Background: an optimization exercise with open tools, aiming at small area and a short achievable clock period. Do not read the settings as production practice.
No run shown here included a check of the RTL's function; only the layout flow was run.
Power is estimated from default activity; no workload was simulated.

<file path="flow/constraint.sdc">
create_clock -name core_clock -period 7.2 [get_ports {clk}]
set_input_delay 1.4400 -clock core_clock [delete_from_list [all_inputs] [get_ports {clk}]]
set_output_delay 1.4400 -clock core_clock [all_outputs]
set_load 0.01 [all_outputs]
</file>
<file path="flow/config.mk">
export PLATFORM = sky130hd
export DESIGN_NAME = alu16bit
export DESIGN_NICKNAME = alu16bit
export VERILOG_FILES = /design/flow/design.v
export SDC_FILE = /design/flow/constraint.sdc
export NUM_CORES = 4
export LEC_CHECK = 0
export ABC_AREA = 1
export CAP_MARGIN = 20
export CORE_MARGIN = 2
export CORE_UTILIZATION = 40
export GPL_TIMING_DRIVEN = 0
export SLEW_MARGIN = 20
export SYNTH_HIERARCHICAL = 1
</file>
<file path="flow/run.sh">
#!/bin/bash
# synth_recipe.tcl (not shown) runs the flow's synth.tcl, then flattens the netlist and writes it again
# the make line also repeats each setting of config.mk as NAME=value (left out here)
make -C /OpenROAD-flow-scripts/flow DESIGN_CONFIG=/design/flow/config.mk WORK_HOME=/design/flow/orfs CLKGATE_MAP_FILE= SYNTH_SCRIPT=/design/flow/synth_recipe.tcl finish
</file>
<file path="flow/design.v">
module alu16bit (
  input clk,
  input reset,
  input [2:0] operation,
  input [15:0] operand_A,
  input [15:0] operand_B,
  output reg [31:0] result,
  output reg carry_flag,
  output reg zero_flag
);
  wire [15:0] a = operand_A;
  wire [15:0] b = operand_B;
  wire is_add = (operation == 3'd0);
  wire is_sub = (operation == 3'd1);
  wire is_mul = (operation == 3'd2);
  wire [15:0] m = is_mul ? b : {15'd0, is_add | is_sub};
  reg [15:0] cv;
  always @(*) begin
    case (operation)
      3'd0: cv = b;
      3'd1: cv = ~b;
      3'd3: cv = a & b;
      3'd4: cv = a | b;
      3'd5: cv = ~(a & b);
      3'd6: cv = ~(a | b);
      3'd7: cv = a ^ b;
      default: cv = 16'd0;
    endcase
  end
  wire cin = is_sub;
  wire [15:0] pp0 = a & {16{m[0]}};
  wire [15:0] pp1 = a & {16{m[1]}};
  wire [15:0] pp2 = a & {16{m[2]}};
  wire [15:0] pp3 = a & {16{m[3]}};
  wire [15:0] pp4 = a & {16{m[4]}};
  wire [15:0] pp5 = a & {16{m[5]}};
  wire [15:0] pp6 = a & {16{m[6]}};
  wire [15:0] pp7 = a & {16{m[7]}};
  wire [15:0] pp8 = a & {16{m[8]}};
  wire [15:0] pp9 = a & {16{m[9]}};
  wire [15:0] pp10 = a & {16{m[10]}};
  wire [15:0] pp11 = a & {16{m[11]}};
  wire [15:0] pp12 = a & {16{m[12]}};
  wire [15:0] pp13 = a & {16{m[13]}};
  wire [15:0] pp14 = a & {16{m[14]}};
  wire [15:0] pp15 = a & {16{m[15]}};
  wire n1, n2;
  ha un1 (cin, pp0[0], n1, n2);
  wire n3, n4;
  fa un3 (pp0[1], pp1[0], cv[1], n3, n4);
  wire n5, n6;
  fa un5 (pp0[2], pp1[1], pp2[0], n5, n6);
  wire n7, n8;
  ha un7 (cv[2], n5, n7, n8);
  wire n9, n10;
  fa un9 (pp0[3], pp1[2], pp2[1], n9, n10);
  wire n11, n12;
  fa un11 (pp3[0], cv[3], n6, n11, n12);
  wire n13, n14;
  ha un13 (n9, n8, n13, n14);
  wire n15, n16;
  fa un15 (pp0[4], pp1[3], pp2[2], n15, n16);
  wire n17, n18;
  fa un17 (pp3[1], pp4[0], cv[4], n17, n18);
  wire n19, n20;
  fa un19 (n10, n15, n17, n19, n20);
  wire n21, n22;
  ha un21 (n12, n14, n21, n22);
  wire n23, n24;
  fa un23 (pp0[5], pp1[4], pp2[3], n23, n24);
  wire n25, n26;
  fa un25 (pp3[2], pp4[1], pp5[0], n25, n26);
  wire n27, n28;
  fa un27 (cv[5], n16, n23, n27, n28);
  wire n29, n30;
  fa un29 (n25, n18, n27, n29, n30);
  wire n31, n32;
  ha un31 (n20, n22, n31, n32);
  wire n33, n34;
  fa un33 (pp0[6], pp1[5], pp2[4], n33, n34);
  wire n35, n36;
  fa un35 (pp3[3], pp4[2], pp5[1], n35, n36);
  wire n37, n38;
  fa un37 (pp6[0], cv[6], n24, n37, n38);
  wire n39, n40;
  fa un39 (n26, n33, n35, n39, n40);
  wire n41, n42;
  fa un41 (n28, n37, n39, n41, n42);
  wire n43, n44;
  ha un43 (n30, n32, n43, n44);
  wire n45, n46;
  fa un45 (pp0[7], pp1[6], pp2[5], n45, n46);
  wire n47, n48;
  fa un47 (pp3[4], pp4[3], pp5[2], n47, n48);
  wire n49, n50;
  fa un49 (pp6[1], pp7[0], cv[7], n49, n50);
  wire n51, n52;
  fa un51 (n34, n36, n45, n51, n52);
  wire n53, n54;
  fa un53 (n47, n49, n38, n53, n54);
  wire n55, n56;
  fa un55 (n40, n51, n53, n55, n56);
  wire n57, n58;
  ha un57 (n42, n44, n57, n58);
  wire n59, n60;
  fa un59 (pp0[8], pp1[7], pp2[6], n59, n60);
  wire n61, n62;
  fa un61 (pp3[5], pp4[4], pp5[3], n61, n62);
  wire n63, n64;
  fa un63 (pp6[2], pp7[1], pp8[0], n63, n64);
  wire n65, n66;
  fa un65 (cv[8], n46, n48, n65, n66);
  wire n67, n68;
  fa un67 (n59, n61, n63, n67, n68);
  wire n69, n70;
  fa un69 (n50, n52, n65, n69, n70);
  wire n71, n72;
  fa un71 (n67, n54, n69, n71, n72);
  wire n73, n74;
  ha un73 (n56, n58, n73, n74);
  wire n75, n76;
  fa un75 (pp0[9], pp1[8], pp2[7], n75, n76);
  wire n77, n78;
  fa un77 (pp3[6], pp4[5], pp5[4], n77, n78);
  wire n79, n80;
  fa un79 (pp6[3], pp7[2], pp8[1], n79, n80);
  wire n81, n82;
  fa un81 (pp9[0], cv[9], n60, n81, n82);
  wire n83, n84;
  fa un83 (n62, n64, n75, n83, n84);
  wire n85, n86;
  fa un85 (n77, n79, n66, n85, n86);
  wire n87, n88;
  fa un87 (n68, n81, n83, n87, n88);
  wire n89, n90;
  fa un89 (n85, n70, n87, n89, n90);
  wire n91, n92;
  ha un91 (n72, n89, n91, n92);
  wire n93, n94;
  fa un93 (pp0[10], pp1[9], pp2[8], n93, n94);
  wire n95, n96;
  fa un95 (pp3[7], pp4[6], pp5[5], n95, n96);
  wire n97, n98;
  fa un97 (pp6[4], pp7[3], pp8[2], n97, n98);
  wire n99, n100;
  fa un99 (pp9[1], pp10[0], cv[10], n99, n100);
  wire n101, n102;
  fa un101 (n76, n78, n80, n101, n102);
  wire n103, n104;
  fa un103 (n93, n95, n97, n103, n104);
  wire n105, n106;
  fa un105 (n99, n82, n84, n105, n106);
  wire n107, n108;
  fa un107 (n101, n103, n86, n107, n108);
  wire n109, n110;
  fa un109 (n88, n105, n107, n109, n110);
  wire n111, n112;
  ha un111 (n90, n92, n111, n112);
  wire n113, n114;
  fa un113 (pp0[11], pp1[10], pp2[9], n113, n114);
  wire n115, n116;
  fa un115 (pp3[8], pp4[7], pp5[6], n115, n116);
  wire n117, n118;
  fa un117 (pp6[5], pp7[4], pp8[3], n117, n118);
  wire n119, n120;
  fa un119 (pp9[2], pp10[1], pp11[0], n119, n120);
  wire n121, n122;
  fa un121 (cv[11], n94, n96, n121, n122);
  wire n123, n124;
  fa un123 (n98, n113, n115, n123, n124);
  wire n125, n126;
  fa un125 (n117, n119, n100, n125, n126);
  wire n127, n128;
  fa un127 (n102, n104, n121, n127, n128);
  wire n129, n130;
  fa un129 (n123, n125, n106, n129, n130);
  wire n131, n132;
  fa un131 (n127, n108, n129, n131, n132);
  wire n133, n134;
  ha un133 (n110, n131, n133, n134);
  wire n135, n136;
  fa un135 (pp0[12], pp1[11], pp2[10], n135, n136);
  wire n137, n138;
  fa un137 (pp3[9], pp4[8], pp5[7], n137, n138);
  wire n139, n140;
  fa un139 (pp6[6], pp7[5], pp8[4], n139, n140);
  wire n141, n142;
  fa un141 (pp9[3], pp10[2], pp11[1], n141, n142);
  wire n143, n144;
  fa un143 (pp12[0], cv[12], n114, n143, n144);
  wire n145, n146;
  fa un145 (n116, n118, n120, n145, n146);
  wire n147, n148;
  fa un147 (n135, n137, n139, n147, n148);
  wire n149, n150;
  fa un149 (n141, n122, n124, n149, n150);
  wire n151, n152;
  fa un151 (n143, n145, n126, n151, n152);
  wire n153, n154;
  fa un153 (n147, n128, n149, n153, n154);
  wire n155, n156;
  fa un155 (n151, n130, n153, n155, n156);
  wire n157, n158;
  ha un157 (n132, n155, n157, n158);
  wire n159, n160;
  fa un159 (pp0[13], pp1[12], pp2[11], n159, n160);
  wire n161, n162;
  fa un161 (pp3[10], pp4[9], pp5[8], n161, n162);
  wire n163, n164;
  fa un163 (pp6[7], pp7[6], pp8[5], n163, n164);
  wire n165, n166;
  fa un165 (pp9[4], pp10[3], pp11[2], n165, n166);
  wire n167, n168;
  fa un167 (pp12[1], pp13[0], cv[13], n167, n168);
  wire n169, n170;
  fa un169 (n136, n138, n140, n169, n170);
  wire n171, n172;
  fa un171 (n142, n159, n161, n171, n172);
  wire n173, n174;
  fa un173 (n163, n165, n167, n173, n174);
  wire n175, n176;
  fa un175 (n144, n146, n148, n175, n176);
  wire n177, n178;
  fa un177 (n169, n171, n173, n177, n178);
  wire n179, n180;
  fa un179 (n150, n152, n175, n179, n180);
  wire n181, n182;
  fa un181 (n177, n154, n179, n181, n182);
  wire n183, n184;
  ha un183 (n156, n181, n183, n184);
  wire n185, n186;
  fa un185 (pp0[14], pp1[13], pp2[12], n185, n186);
  wire n187, n188;
  fa un187 (pp3[11], pp4[10], pp5[9], n187, n188);
  wire n189, n190;
  fa un189 (pp6[8], pp7[7], pp8[6], n189, n190);
  wire n191, n192;
  fa un191 (pp9[5], pp10[4], pp11[3], n191, n192);
  wire n193, n194;
  fa un193 (pp12[2], pp13[1], pp14[0], n193, n194);
  wire n195, n196;
  fa un195 (cv[14], n160, n162, n195, n196);
  wire n197, n198;
  fa un197 (n164, n166, n185, n197, n198);
  wire n199, n200;
  fa un199 (n187, n189, n191, n199, n200);
  wire n201, n202;
  fa un201 (n193, n168, n170, n201, n202);
  wire n203, n204;
  fa un203 (n172, n195, n197, n203, n204);
  wire n205, n206;
  fa un205 (n199, n174, n201, n205, n206);
  wire n207, n208;
  fa un207 (n176, n203, n178, n207, n208);
  wire n209, n210;
  fa un209 (n180, n205, n207, n209, n210);
  wire n211, n212;
  ha un211 (n182, n209, n211, n212);
  wire n213, n214;
  fa un213 (pp0[15], pp1[14], pp2[13], n213, n214);
  wire n215, n216;
  fa un215 (pp3[12], pp4[11], pp5[10], n215, n216);
  wire n217, n218;
  fa un217 (pp6[9], pp7[8], pp8[7], n217, n218);
  wire n219, n220;
  fa un219 (pp9[6], pp10[5], pp11[4], n219, n220);
  wire n221, n222;
  fa un221 (pp12[3], pp13[2], pp14[1], n221, n222);
  wire n223, n224;
  fa un223 (pp15[0], cv[15], n186, n223, n224);
  wire n225, n226;
  fa un225 (n188, n190, n192, n225, n226);
  wire n227, n228;
  fa un227 (n194, n213, n215, n227, n228);
  wire n229, n230;
  fa un229 (n217, n219, n221, n229, n230);
  wire n231, n232;
  fa un231 (n196, n198, n200, n231, n232);
  wire n233, n234;
  fa un233 (n223, n225, n227, n233, n234);
  wire n235, n236;
  fa un235 (n229, n202, n204, n235, n236);
  wire n237, n238;
  fa un237 (n231, n233, n206, n237, n238);
  wire n239, n240;
  fa un239 (n235, n208, n237, n239, n240);
  wire n241, n242;
  ha un241 (n210, n212, n241, n242);
  wire n243, n244;
  fa un243 (pp1[15], pp2[14], pp3[13], n243, n244);
  wire n245, n246;
  fa un245 (pp4[12], pp5[11], pp6[10], n245, n246);
  wire n247, n248;
  fa un247 (pp7[9], pp8[8], pp9[7], n247, n248);
  wire n249, n250;
  fa un249 (pp10[6], pp11[5], pp12[4], n249, n250);
  wire n251, n252;
  fa un251 (pp13[3], pp14[2], pp15[1], n251, n252);
  wire n253, n254;
  fa un253 (n214, n216, n218, n253, n254);
  wire n255, n256;
  fa un255 (n220, n222, n243, n255, n256);
  wire n257, n258;
  fa un257 (n245, n247, n249, n257, n258);
  wire n259, n260;
  fa un259 (n251, n224, n226, n259, n260);
  wire n261, n262;
  fa un261 (n228, n230, n253, n261, n262);
  wire n263, n264;
  fa un263 (n255, n257, n259, n263, n264);
  wire n265, n266;
  fa un265 (n232, n234, n261, n265, n266);
  wire n267, n268;
  fa un267 (n236, n263, n265, n267, n268);
  wire n269, n270;
  fa un269 (n238, n267, n240, n269, n270);
  wire n271, n272;
  fa un271 (pp2[15], pp3[14], pp4[13], n271, n272);
  wire n273, n274;
  fa un273 (pp5[12], pp6[11], pp7[10], n273, n274);
  wire n275, n276;
  fa un275 (pp8[9], pp9[8], pp10[7], n275, n276);
  wire n277, n278;
  fa un277 (pp11[6], pp12[5], pp13[4], n277, n278);
  wire n279, n280;
  fa un279 (pp14[3], pp15[2], n244, n279, n280);
  wire n281, n282;
  fa un281 (n246, n248, n250, n281, n282);
  wire n283, n284;
  fa un283 (n252, n271, n273, n283, n284);
  wire n285, n286;
  fa un285 (n275, n277, n254, n285, n286);
  wire n287, n288;
  fa un287 (n256, n258, n279, n287, n288);
  wire n289, n290;
  fa un289 (n281, n283, n260, n289, n290);
  wire n291, n292;
  fa un291 (n285, n262, n287, n291, n292);
  wire n293, n294;
  fa un293 (n289, n264, n266, n293, n294);
  wire n295, n296;
  fa un295 (n291, n293, n268, n295, n296);
  wire n297, n298;
  fa un297 (pp3[15], pp4[14], pp5[13], n297, n298);
  wire n299, n300;
  fa un299 (pp6[12], pp7[11], pp8[10], n299, n300);
  wire n301, n302;
  fa un301 (pp9[9], pp10[8], pp11[7], n301, n302);
  wire n303, n304;
  fa un303 (pp12[6], pp13[5], pp14[4], n303, n304);
  wire n305, n306;
  fa un305 (pp15[3], n272, n274, n305, n306);
  wire n307, n308;
  fa un307 (n276, n278, n297, n307, n308);
  wire n309, n310;
  fa un309 (n299, n301, n303, n309, n310);
  wire n311, n312;
  fa un311 (n280, n282, n284, n311, n312);
  wire n313, n314;
  fa un313 (n305, n307, n309, n313, n314);
  wire n315, n316;
  fa un315 (n286, n288, n311, n315, n316);
  wire n317, n318;
  fa un317 (n313, n290, n292, n317, n318);
  wire n319, n320;
  fa un319 (n315, n294, n317, n319, n320);
  wire n321, n322;
  fa un321 (pp4[15], pp5[14], pp6[13], n321, n322);
  wire n323, n324;
  fa un323 (pp7[12], pp8[11], pp9[10], n323, n324);
  wire n325, n326;
  fa un325 (pp10[9], pp11[8], pp12[7], n325, n326);
  wire n327, n328;
  fa un327 (pp13[6], pp14[5], pp15[4], n327, n328);
  wire n329, n330;
  fa un329 (n298, n300, n302, n329, n330);
  wire n331, n332;
  fa un331 (n304, n321, n323, n331, n332);
  wire n333, n334;
  fa un333 (n325, n327, n306, n333, n334);
  wire n335, n336;
  fa un335 (n308, n310, n329, n335, n336);
  wire n337, n338;
  fa un337 (n331, n333, n312, n337, n338);
  wire n339, n340;
  fa un339 (n314, n335, n316, n339, n340);
  wire n341, n342;
  fa un341 (n337, n318, n339, n341, n342);
  wire n343, n344;
  fa un343 (pp5[15], pp6[14], pp7[13], n343, n344);
  wire n345, n346;
  fa un345 (pp8[12], pp9[11], pp10[10], n345, n346);
  wire n347, n348;
  fa un347 (pp11[9], pp12[8], pp13[7], n347, n348);
  wire n349, n350;
  fa un349 (pp14[6], pp15[5], n322, n349, n350);
  wire n351, n352;
  fa un351 (n324, n326, n328, n351, n352);
  wire n353, n354;
  fa un353 (n343, n345, n347, n353, n354);
  wire n355, n356;
  fa un355 (n330, n332, n349, n355, n356);
  wire n357, n358;
  fa un357 (n351, n353, n334, n357, n358);
  wire n359, n360;
  fa un359 (n336, n355, n357, n359, n360);
  wire n361, n362;
  fa un361 (n338, n359, n340, n361, n362);
  wire n363, n364;
  fa un363 (pp6[15], pp7[14], pp8[13], n363, n364);
  wire n365, n366;
  fa un365 (pp9[12], pp10[11], pp11[10], n365, n366);
  wire n367, n368;
  fa un367 (pp12[9], pp13[8], pp14[7], n367, n368);
  wire n369, n370;
  fa un369 (pp15[6], n344, n346, n369, n370);
  wire n371, n372;
  fa un371 (n348, n363, n365, n371, n372);
  wire n373, n374;
  fa un373 (n367, n350, n352, n373, n374);
  wire n375, n376;
  fa un375 (n354, n369, n371, n375, n376);
  wire n377, n378;
  fa un377 (n373, n356, n375, n377, n378);
  wire n379, n380;
  fa un379 (n358, n377, n360, n379, n380);
  wire n381, n382;
  fa un381 (pp7[15], pp8[14], pp9[13], n381, n382);
  wire n383, n384;
  fa un383 (pp10[12], pp11[11], pp12[10], n383, n384);
  wire n385, n386;
  fa un385 (pp13[9], pp14[8], pp15[7], n385, n386);
  wire n387, n388;
  fa un387 (n364, n366, n368, n387, n388);
  wire n389, n390;
  fa un389 (n381, n383, n385, n389, n390);
  wire n391, n392;
  fa un391 (n370, n372, n387, n391, n392);
  wire n393, n394;
  fa un393 (n389, n374, n376, n393, n394);
  wire n395, n396;
  fa un395 (n391, n378, n393, n395, n396);
  wire n397, n398;
  fa un397 (pp8[15], pp9[14], pp10[13], n397, n398);
  wire n399, n400;
  fa un399 (pp11[12], pp12[11], pp13[10], n399, n400);
  wire n401, n402;
  fa un401 (pp14[9], pp15[8], n382, n401, n402);
  wire n403, n404;
  fa un403 (n384, n386, n397, n403, n404);
  wire n405, n406;
  fa un405 (n399, n388, n390, n405, n406);
  wire n407, n408;
  fa un407 (n401, n403, n392, n407, n408);
  wire n409, n410;
  fa un409 (n405, n394, n407, n409, n410);
  wire n411, n412;
  fa un411 (pp9[15], pp10[14], pp11[13], n411, n412);
  wire n413, n414;
  fa un413 (pp12[12], pp13[11], pp14[10], n413, n414);
  wire n415, n416;
  fa un415 (pp15[9], n398, n400, n415, n416);
  wire n417, n418;
  fa un417 (n411, n413, n402, n417, n418);
  wire n419, n420;
  fa un419 (n404, n415, n417, n419, n420);
  wire n421, n422;
  fa un421 (n406, n408, n419, n421, n422);
  wire n423, n424;
  fa un423 (pp10[15], pp11[14], pp12[13], n423, n424);
  wire n425, n426;
  fa un425 (pp13[12], pp14[11], pp15[10], n425, n426);
  wire n427, n428;
  fa un427 (n412, n414, n423, n427, n428);
  wire n429, n430;
  fa un429 (n425, n416, n427, n429, n430);
  wire n431, n432;
  fa un431 (n418, n429, n420, n431, n432);
  wire n433, n434;
  fa un433 (pp11[15], pp12[14], pp13[13], n433, n434);
  wire n435, n436;
  fa un435 (pp14[12], pp15[11], n424, n435, n436);
  wire n437, n438;
  fa un437 (n426, n433, n428, n437, n438);
  wire n439, n440;
  fa un439 (n435, n430, n437, n439, n440);
  wire n441, n442;
  fa un441 (pp12[15], pp13[14], pp14[13], n441, n442);
  wire n443, n444;
  fa un443 (pp15[12], n434, n441, n443, n444);
  wire n445, n446;
  fa un445 (n436, n443, n438, n445, n446);
  wire n447, n448;
  fa un447 (pp13[15], pp14[14], pp15[13], n447, n448);
  wire n449, n450;
  fa un449 (n442, n447, n444, n449, n450);
  wire n451, n452;
  fa un451 (pp14[15], pp15[14], n448, n451, n452);
  wire n453, n454;
  ha un453 (cv[0], n1, n453, n454);
  wire n455, n456;
  fa un455 (n2, n454, n3, n455, n456);
  wire n457, n458;
  fa un457 (n4, n7, n456, n457, n458);
  wire n459, n460;
  fa un459 (n11, n13, n458, n459, n460);
  wire n461, n462;
  fa un461 (n19, n21, n460, n461, n462);
  wire n463, n464;
  fa un463 (n29, n31, n462, n463, n464);
  wire n465, n466;
  ha un465 (n41, n43, n465, n466);
  wire n467, n468;
  ha un467 (n55, n57, n467, n468);
  wire n469, n470;
  ha un469 (n71, n73, n469, n470);
  wire n471, n472;
  ha un471 (n74, n91, n471, n472);
  wire n473, n474;
  ha un473 (n109, n111, n473, n474);
  wire n475, n476;
  ha un475 (n112, n133, n475, n476);
  wire n477, n478;
  ha un477 (n134, n157, n477, n478);
  wire n479, n480;
  ha un479 (n158, n183, n479, n480);
  wire n481, n482;
  ha un481 (n184, n211, n481, n482);
  wire n483, n484;
  ha un483 (n239, n241, n483, n484);
  wire n485, n486;
  ha un485 (n242, n269, n485, n486);
  wire n487, n488;
  ha un487 (n270, n295, n487, n488);
  wire n489, n490;
  ha un489 (n296, n319, n489, n490);
  wire n491, n492;
  ha un491 (n320, n341, n491, n492);
  wire n493, n494;
  ha un493 (n342, n361, n493, n494);
  wire n495, n496;
  ha un495 (n362, n379, n495, n496);
  wire n497, n498;
  ha un497 (n380, n395, n497, n498);
  wire n499, n500;
  ha un499 (n396, n409, n499, n500);
  wire n501, n502;
  ha un501 (n410, n421, n501, n502);
  wire n503, n504;
  ha un503 (n422, n431, n503, n504);
  wire n505, n506;
  ha un505 (n432, n439, n505, n506);
  wire n507, n508;
  ha un507 (n440, n445, n507, n508);
  wire n509, n510;
  ha un509 (n446, n449, n509, n510);
  wire n511, n512;
  ha un511 (n450, n451, n511, n512);
  wire n513, n514;
  ha un513 (pp15[15], n452, n513, n514);
  wire n515 = ~((n465 & n464) | n466);
  wire n516 = ~((n469 & n468) | n470);
  wire n517 = ~(n469 & n467);
  wire n518 = ~((n473 & n472) | n474);
  wire n519 = ~(n473 & n471);
  wire n520 = ~((n477 & n476) | n478);
  wire n521 = ~(n477 & n475);
  wire n522 = ~((n481 & n480) | n482);
  wire n523 = ~(n481 & n479);
  wire n524 = ~((n485 & n484) | n486);
  wire n525 = ~(n485 & n483);
  wire n526 = ~((n489 & n488) | n490);
  wire n527 = ~(n489 & n487);
  wire n528 = ~((n493 & n492) | n494);
  wire n529 = ~(n493 & n491);
  wire n530 = ~((n497 & n496) | n498);
  wire n531 = ~(n497 & n495);
  wire n532 = ~((n501 & n500) | n502);
  wire n533 = ~(n501 & n499);
  wire n534 = ~((n505 & n504) | n506);
  wire n535 = ~(n505 & n503);
  wire n536 = ~((n509 & n508) | n510);
  wire n537 = ~(n509 & n507);
  wire n538 = ~((n513 & n512) | n514);
  wire n539 = ~(n513 & n511);
  wire n540 = ~((n517 | n515) & n516);
  wire n541 = ~((n521 | n518) & n520);
  wire n542 = ~(n521 | n519);
  wire n543 = ~((n525 | n522) & n524);
  wire n544 = ~(n525 | n523);
  wire n545 = ~((n529 | n526) & n528);
  wire n546 = ~(n529 | n527);
  wire n547 = ~((n533 | n530) & n532);
  wire n548 = ~(n533 | n531);
  wire n549 = ~((n537 | n534) & n536);
  wire n550 = ~(n537 | n535);
  wire n551 = ~((n542 & n540) | n541);
  wire n552 = ~((n546 & n543) | n545);
  wire n553 = ~(n546 & n544);
  wire n554 = ~((n550 & n547) | n549);
  wire n555 = ~(n550 & n548);
  wire n556 = ~((n553 | n551) & n552);
  wire n557 = ~n556;
  wire n558 = ~((n555 | n557) & n554);
  wire n559 = ~n551;
  wire n560 = ~((n544 & n559) | n543);
  wire n561 = ~((n548 & n556) | n547);
  wire n562 = ~n540;
  wire n563 = ~((n519 | n562) & n518);
  wire n564 = ~((n523 | n551) & n522);
  wire n565 = ~((n527 | n560) & n526);
  wire n566 = ~n556;
  wire n567 = ~((n531 | n566) & n530);
  wire n568 = ~((n535 | n561) & n534);
  wire n569 = ~n558;
  wire n570 = ~((n539 | n569) & n538);
  wire n571 = ~n515;
  wire n572 = ~((n467 & n571) | n468);
  wire n573 = ~((n471 & n540) | n472);
  wire n574 = ~((n475 & n563) | n476);
  wire n575 = ~n551;
  wire n576 = ~((n479 & n575) | n480);
  wire n577 = ~((n483 & n564) | n484);
  wire n578 = ~n560;
  wire n579 = ~((n487 & n578) | n488);
  wire n580 = ~((n491 & n565) | n492);
  wire n581 = ~((n495 & n556) | n496);
  wire n582 = ~((n499 & n567) | n500);
  wire n583 = ~n561;
  wire n584 = ~((n503 & n583) | n504);
  wire n585 = ~((n507 & n568) | n508);
  wire n586 = ~((n511 & n558) | n512);
  wire n587 = ~((1'b0 & n570) | 1'b0);
  wire n588 = n465 ^ n464;
  wire n589 = ~(n467 ^ n515);
  wire n590 = ~(n469 ^ n572);
  wire n591 = n471 ^ n540;
  wire n592 = ~(n473 ^ n573);
  wire n593 = n475 ^ n563;
  wire n594 = ~(n477 ^ n574);
  wire n595 = ~(n479 ^ n551);
  wire n596 = ~(n481 ^ n576);
  wire n597 = n483 ^ n564;
  wire n598 = ~(n485 ^ n577);
  wire n599 = ~(n487 ^ n560);
  wire n600 = ~(n489 ^ n579);
  wire n601 = n491 ^ n565;
  wire n602 = ~(n493 ^ n580);
  wire n603 = n495 ^ n556;
  wire n604 = ~(n497 ^ n581);
  wire n605 = n499 ^ n567;
  wire n606 = ~(n501 ^ n582);
  wire n607 = ~(n503 ^ n561);
  wire n608 = ~(n505 ^ n584);
  wire n609 = n507 ^ n568;
  wire n610 = ~(n509 ^ n585);
  wire n611 = n511 ^ n558;
  wire n612 = ~(n513 ^ n586);
  wire [31:0] s = {n570, n612, n611, n610, n609, n608, n607, n606, n605, n604, n603, n602, n601, n600, n599, n598, n597, n596, n595, n594, n593, n592, n591, n590, n589, n588, n463, n461, n459, n457, n455, n453};
  wire borrow = is_sub & ~s[16];
  wire zero_lo = (s[15:0] == 16'd0);
  wire zero_mul = (a == 16'd0) | (b == 16'd0);
  wire [31:0] r = {s[31:17] | {15{borrow}}, s[16] ^ is_sub, s[15:0]};
  wire z = is_mul ? zero_mul : zero_lo;
  always @(posedge clk) begin
    if (reset) begin
      result     <= 32'b0;
      carry_flag <= 1'b0;
      zero_flag  <= 1'b0;
    end else begin
      result     <= r;
      carry_flag <= borrow;
      zero_flag  <= z;
    end
  end
endmodule
module fa (input a, input b, input c, output s, output co);
  assign s = a ^ b ^ c;
  assign co = (a & b) | (a & c) | (b & c);
endmodule
module ha (input a, input b, output s, output co);
  assign s = a ^ b;
  assign co = a & b;
endmodule
module xor2 (input a, input b, output y);
  assign y = a ^ b;
endmodule
module xnor2 (input a, input b, output y);
  assign y = ~(a ^ b);
endmodule
module and2 (input a, input b, output y);
  assign y = a & b;
endmodule
module nand2 (input a, input b, output y);
  assign y = ~(a & b);
endmodule
module nor2 (input a, input b, output y);
  assign y = ~(a | b);
endmodule
module inv1 (input a, output y);
  assign y = ~a;
endmodule
module aoi21 (input a, input b, input c, output y);
  assign y = ~((a & b) | c);
endmodule
module oai21 (input a, input b, input c, output y);
  assign y = ~((a | b) & c);
endmodule
</file>
==> results.py, run 1 <==
metrics = {
    "timing": {
        "period_share_pct": 95.8,
        "setup_ws_ns": 0.304,
        "relSlewSlack_pct": 50.9,
        "fmax_ghz": 0.145,
        "rsz0062_at_grt": "yes",
        "slew_violations": 0,
        "layout_min_cycle_time_ns": 6.90,
        "fin_tns_setup_ns": 0,
        "setup_violations": 0,
        "timing.hold.ws_ns": 1.64,
        "tightestPinTransition_ns": 0.736,
        "hold_viol": 0,
    },
    "setup_path": {
        "crit_top_cell": "fa_1",
        "cp-start-kind": "input pin",
        "worst-path-max-fanout": 10,
        "path_class": "input pin to flop",
        "cp.required_ns": 7.43,
        "slowest_stage": "fa_1",
        "slowest_delay_ns": 0.53,
        "crit_path_start": "operation[2]",
        "worstSetupEndpointType": "flop",
        "cp.arrival_ns": 7.13,
    },
    "synth": {
        "synth-seq-cells": 34,
        "netlist_top_cells_area": "fa_1 (48%), nor2_1 (13%), ha_1 (12%)",
        "ys_types": 36,
        "synth_top_area_cell": "fa_1",
        "yosysSeqAreaShare_pct": 7.49,
        "syn_inst": 984,
        "synth_area_um2": 9080,
        "synth_top_area_share_pct": 47.6,
        "syn-num-nets": 1324,
        "syn_area_per_cell_um2": 9.23,
        "yosys_warnings": 7,
    },
    "power": {
        "clock_power_share_pct": 16.7,
        "switchingPower_mw": 0.569,
        "p_leak_nw": 5.92,
        "combPwrFrac_pct": 64.6,
        "internal-power_mw": 0.749,
        "seqPwrFrac_pct": 18.7,
        "switching_share_pct": 43.2,
        "power-per-cell-area_nw_per_um2": 121,
        "p_total_mw": 1.32,
        "ir_drop_mv": 0.102,
    },
    "cells_and_area": {
        "final_cell_count_no_fill": 1367,
        "drive_above_1_share_pct": 15.3,
        "layout.nets": 1423,
        "final_util_pct": 48.4,
        "antennaDiodeCount": 0,
        "design_area_um2": 10900,
        "area_growth_pct": 19.5,
    },
    "placement": {
        "place.port_buffers": 69,
        "gp_congestion": 0.951,
        "pre_cts_ws_ns": -1.34,
        "postPlaceCellArea_um2": 10100,
        "dp_hpwl_um": 21400,
        "dp_cells": 1338,
    },
    "clock_tree": {
        "cts_htree_levels": 2,
        "cts_tree": "built",
        "root_buffer": "clkbuf_16",
        "cts.clk_slew.worst_paths_ns": 0.06,
        "clockBufferDepth": 2,
        "cts_num_sinks": 34,
        "numCtsBuffers": 5,
    },
    "global_routing": {
        "antenna_found_initial": 0,
        "track_usage_pct": 23.5,
        "grt_pass1_vias": 7717,
        "grt_overflow_total": 0,
        "grt_pass1_wl_um": 42900,
        "grt_max_degree": 18,
    },
    "floorplanning": {
        "dieArea_um2": 23900,
        "rows": 55,
        "core-area_um2": 22400,
        "dieWidth_um": 155,
        "start_util_pct": 40.5,
        "fp.dieH_um": 155,
        "io_pins": 71,
    },
    "route": {
        "vias": 7403,
        "vias_per_cell": 5.42,
        "wl_um": 26600,
        "ant_nets": 0,
        "drtIter0Drc": 536,
        "avgRoutedWirePerCell_um": 19.5,
        "wl_met1_um": 10600,
        "drc_errors": 0,
        "met2_length_um": 13300,
        "wl_met3_um": 1890,
        "first_pass_iters": 5,
        "top_layer": "met4",
    },
    "min_path": {
        "worstHoldPathCells": 2,
        "min_from": "reset",
        "hp-class": "input pin to flop",
    },
    "run": {
        "maxCapViolations": 0,
    },
    "status": {
        "outcome": "finished clean",
    },
}
cells in the final DEF, fill, tap and decap left out, types with 5 or more instances in the layout:
cell / Yosys / layout
fa_1: 216 / 215
nor2_1: 314 / 306
buf_2: 11 / 5
buf_4: 1 / 38
nand2_1: 64 / 55
clkinv_4: 0 / 6
dfxtp_1: 34 / 34
nand4_1: 9 / 9
o2111ai_2: 0 / 6
a221oi_1: 13 / 10
o21ai_0: 9 / 8
a21oi_1: 20 / 18
a22oi_1: 11 / 11
clkbuf_2: 0 / 10
clkbuf_16: 0 / 5
nand2_4: 9 / 14
nand2_2: 5 / 8
buf_6: 11 / 11
o22ai_1: 9 / 9
clkdlybuf4s50_1: 0 / 37
nor2_2: 10 / 17
clkinvlp_4: 0 / 5
ha_1: 87 / 83
dlymetal6s2s_1: 0 / 19
nand3_1: 15 / 14
inv_1: 60 / 58
registers in the layout (all words and copies together), names as in the netlist:
name / cells
result: 32
carry_flag: 1
zero_flag: 1
cell families (layout without fill, tap and decap cells):
family	Yosys count	after routing	synth area share [%]
AO/OA/AOI/OAI	82	82	6.28
XOR/XNOR	5	5	0.482
adder cells (fa/ha/maj)	303	303	59.6
buffers and inverters	124	222	6.23
flip-flops	34	34	7.49
AND/OR/NAND/NOR	436	436	19.9
worst max-delay path, delay by kind of cell:
family	cells	cell delay, ns
adders and majority gates	9	3.30
buffers and inverters	8	0.89
and+or+nand+nor	7	0.78
AOI/OAI and AO/OA	3	0.49
xor gates and xnor gates	1	0.21
cell type report:
cell class | count | area (um^2)
inverters | 80 | 372
well taps | 285 | 357
repair buffers | 95 | 883
repair inverters | 1 | 5.00
fillers | 2166 | 11600
plain buffers | 40 | 358
flip-flops and latches | 34 | 681
multi-input cells | 826 | 8060
clock buffers | 6 | 139
timing repair:
action,CTS,global route
pin swaps,6,12
cloned,0,1
endpoints found under the setup margin,18,18
resized for setup,89,100
setup buffers,5,21
hold buffers,0,0
per-module statistics from Yosys, one instance, submodules excluded:
module    cell area, um^2  times used  cells inside  flops+latches
alu16bit             4250           1           727             34
ha                   12.5          41             1              0
fa                   20.0         216             1              0
power by group through the flow:
stage          logic (mW)  clock network, mW  registers (mW)
2_1_floorplan       0.477                  0           0.277
3_3_place_gp        0.778                  0           0.251
3_5_place_dp        0.786                  0           0.251
6_report            0.851              0.221           0.246
4_1_cts             0.816              0.227           0.248
5_1_grt             0.960              0.235           0.251
synth_stat cells:
| library cell | n |
|---|---|
| dfxtp_1 | 34 |
| ha_1 | 87 |
| o22ai_1 | 9 |
| xor2_1 | 3 |
| buf_2 | 11 |
| a22o_1 | 3 |
| a31o_2 | 3 |
| buf_1 | 8 |
| nand2_1 | 64 |
| a21oi_2 | 1 |
| o22a_1 | 1 |
| nand2_4 | 9 |
| buf_6 | 11 |
| nor3_1 | 2 |
| a22oi_1 | 11 |
| clkinv_1 | 16 |
| fa_1 | 216 |
| clkbuf_1 | 13 |
| o2111ai_1 | 10 |
| o21ai_0 | 9 |
| xnor2_1 | 2 |
| a221oi_1 | 13 |
| nand3_1 | 15 |
| a21oi_1 | 20 |
| buf_4 | 1 |
| nand4_1 | 9 |
| o21bai_1 | 1 |
| nand3b_1 | 3 |
| or2_2 | 1 |
| nor2_1 | 314 |
| inv_2 | 4 |
| nor4_1 | 4 |
| a21o_1 | 1 |
| nand2_2 | 5 |
| nor2_2 | 10 |
| inv_1 | 60 |
routing by layer:
layer | global-route usage (%) | vias to the layer above
li1 | - | 3317
met1 | 31.2 | 3728
met2 | 39.7 | 307
met3 | 3.67 | 51
met4 | 7.72 | 0
met5 | 0 | -
final timing paths:
check,endpoint,slack (ns)
hold / removal,result[12],1.64
setup / recovery,result[31],0.30
==> run 2, diff against run 1 <==
--- a/flow/config.mk
+++ b/flow/config.mk
@@ -11,3 +11,2 @@
 export CORE_UTILIZATION = 40
-export GPL_TIMING_DRIVEN = 0
 export SLEW_MARGIN = 20
==> run 2 against run 1 <==
Compared with the run above: still clean; global-route usage increased by 0.49 points; cell area rose by 7.2%; via count is 5.2% higher; cell count is 7.3% higher; flip-flop and latch count is the same; count of clock-buffer cells in the layout increased by 1; hold slack improved by 0.31 ns; critical path type unchanged; critical endpoint is now result[24].
==> results.py, run 2 <==
metrics = {
    "synth": {
        "synth_top_area_share_pct": 47.6,
        "yosysMostFrequentCell": "nor2_1",
        "synth-seq-cells": 34,
        "ys_types": 36,
        "synth_edf_count": 0,
        "synthTopCellsByCount": "nor2_1 (314), fa_1 (216), ha_1 (87)",
        "ys_async_sr_fraction_pct": 0,
        "syn_area_per_cell_um2": 9.23,
        "netlist_top_cells_area": "fa_1 (48%), nor2_1 (13%), ha_1 (12%)",
        "synthFlopType": "dfxtp_1",
        "syn-num-nets": 1324,
        "yosysSeqAreaShare_pct": 7.49,
        "synth_area_um2": 9080,
        "yosys_warnings": 7,
        "syn_inst": 984,
        "synth_top_area_cell": "fa_1",
    },
    "clock_tree": {
        "cts_tree": "built",
        "cts_htree_levels": 2,
        "cts_num_sinks": 34,
        "cts.clk_slew.worst_paths_ns": 0.06,
        "root_buffer": "clkbuf_16",
        "numCtsBuffers": 5,
        "clockBufferDepth": 2,
    },
    "global_routing": {
        "grt_pass1_wl_um": 44600,
        "top_usage_layer": "met2",
        "grt_max_degree": 29,
        "grt_overflow_total": 0,
        "met3_usage_pct": 4.34,
        "antenna_found_initial": 0,
        "grt_pass1_vias": 8490,
        "grtUsageMet1_pct": 30.0,
        "track_usage_pct": 24.0,
        "gr-usage-met2_pct": 41.9,
    },
    "timing": {
        "setup_violations": 0,
        "hold_viol": 0,
        "slew_violations": 0,
        "period_share_pct": 97.5,
        "relSlewSlack_pct": 67.6,
        "layout_min_cycle_time_ns": 7.02,
        "fmax_ghz": 0.142,
        "setup_ws_ns": 0.182,
        "tightestPinTransition_ns": 0.485,
        "timing.hold.ws_ns": 1.95,
    },
    "cells_and_area": {
        "design_area_um2": 11600,
        "top_register": "result",
        "antennaDiodeCount": 0,
        "largest_register_ffs": 32,
        "largest_registers": "result (32), carry_flag (1), zero_flag (1)",
        "final_common_cell": "nor2_1",
        "drive_above_1_share_pct": 22.6,
        "final_cell_mix": "nor2_1 (303), fa_1 (193), buf_4 (148)",
        "final_cell_count_no_fill": 1467,
        "layout.nets": 1521,
        "area_growth_pct": 28.1,
        "final_util_pct": 51.9,
    },
    "setup_path": {
        "cp.required_ns": 7.44,
        "cp.arrival_ns": 7.26,
        "worstSetupEndpointType": "flop",
        "path_class": "input pin to flop",
        "cp-start-kind": "input pin",
        "worst-path-max-fanout": 4,
    },
    "floorplanning": {
        "start_util_pct": 40.5,
        "io_pins": 71,
        "core-area_um2": 22400,
        "fp.dieH_um": 155,
        "dieArea_um2": 23900,
        "dieWidth_um": 155,
        "rows": 55,
    },
    "power": {
        "ir_drop_mv": 0.0790,
        "p_leak_nw": 6.19,
        "power-per-cell-area_nw_per_um2": 124,
    },
    "placement": {
        "dp_hpwl_um": 22300,
        "gp_congestion": 0.901,
        "pre_cts_ws_ns": -0.421,
        "postPlaceCellArea_um2": 11100,
        "dp_cells": 1448,
        "place.port_buffers": 70,
    },
    "min_path": {
        "hp-class": "input pin to flop",
    },
    "route": {
        "ant_nets": 0,
        "first_pass_iters": 5,
        "vias": 7789,
        "vias_per_cell": 5.31,
        "drtIter0Drc": 356,
        "avgRoutedWirePerCell_um": 18.5,
        "wl_um": 27200,
        "drc_errors": 0,
    },
    "status": {
        "outcome": "finished clean",
    },
    "run": {
        "maxCapViolations": 0,
    },
}
==> run 2: cell counts after synthesis <==
No cell type changed its count.
==> run 2: timing repair <==
action / CTS / global route
cloned: 0 / 1
buffers inserted: 0 / 10
endpoints found under the setup margin: 9 / 18
hold buffers: 0 / 0
gates resized for setup: 3 / 82
pin swaps: 0 / 25
==> run 2: layout make-up <==
cell class	count	area [um^2]
fillers	2083	10800
multi-input cells	826	8090
repair buffers	233	2050
flip-flops and latches	34	681
well taps	285	357
inverters	80	305
clock buffers	7	143
repair inverters	1	6.26
clock inverters	1	5.00
==> run 2: cell families (layout without fill, tap and decap cells) <==
family                   after synthesis  count (layout)  synth area share [%]
AO/OA/AOI/OAI                         82              82                  6.28
XOR/XNOR                               5               5                 0.482
flip-flops                            34              34                  7.49
buffers and inverters                124             322                  6.23
adder cells (fa/ha/maj)              303             303                  59.6
AND/OR/NAND/NOR                      436             436                  19.9
==> run 2: final timing paths <==
check                     start         end  slack, ns  cells after the start
setup / recovery  operand_B[13]  result[24]       0.18                     28
hold / removal     operation[1]   zero_flag       1.95                      7
==> run 2: Yosys stat by module, one instance, submodules excluded <==
module,cells,flops+latches,cell area (um^2),times used
alu16bit,727,34,4250,1
fa,1,0,20.0,216
ha,1,0,12.5,41
==> run 2: worst max-delay path, stage by stage <==
cell and delay [ns]:
clkdlybuf4s50_1 0.48, buf_6 0.13, inv_1 0.06, ha_1 0.29
a221oi_2 0.31, nand3_2 0.17, fa_2 0.55, fa_1 0.43
fa_2 0.35, fa_1 0.52, fa_1 0.46, ha_4 0.19
ha_4 0.26, ha_4 0.19, nand2_1 0.07, inv_1 0.06
nand2_1 0.07, nand2_1 0.07, a21oi_2 0.13, nand2_2 0.10
buf_4 0.15, a31o_2 0.19, ha_1 0.18, nor2_1 0.12
a21oi_1 0.07, o21ai_0 0.07, nand2_1 0.07, inv_1 0.05
==> run 2: routing by layer <==
metal | wire length [um] | share of wire [%]
met1 | 10800 | 40
met2 | 13300 | 49
met3 | 1720 | 6.3
met4 | 1280 | 4.7
met5 | 0 | 0
==> run 2: metrics by stage <==
step	setup TNS, ns	power, mW
CTS	0	1.40
finish	0	1.44
floorplan	0	0.754
global route	-0.215	1.58
global placement	-3.55	1.15
detailed placement	-5.17	1.16
==> run 2: where the power goes <==
part           switching [mW]  internal (mW)  total, mW
Combinational           0.494          0.475      0.969
Clock                  0.0867          0.137      0.224
Sequential             0.0112          0.236      0.247

==> separate check: timing with driven ports <==
The results above use ideal ports. As a check the final layouts listed here were re-extracted and re-timed, cells and wires unchanged. Step 1 (the two cells are an assumption about what drives the block):
set clk [get_ports {clk}]
set_driving_cell -lib_cell sky130_fd_sc_hd__clkbuf_16 $clk
set_driving_cell -lib_cell sky130_fd_sc_hd__buf_2 [delete_from_list [all_inputs] $clk]
Step 2 adds t to the input delays and takes it off the output delays; t is the mean of the earliest and latest rising clock arrival at the registers after step 1. Input paths then give back, and output paths get back, about the clock's delay inside the block. Slacks: ideal / step 1 / step 2; pairs: ideal / step 1.
run | t, ns | setup slack, ns | hold WS [ns] | worst setup path at the end | cell pins on the clock port's net
run 1 | 0.340 | 0.304 / 0.329 / -0.011 | 1.640 / 1.618 / 1.958 | input to register | 1
run 2 | 0.334 | 0.182 / 0.200 / -0.133 | 1.951 / 1.928 / 2.188 | input to register | 1
Met with ideal ports but missed after step 2: setup timing in run 1 and run 2.
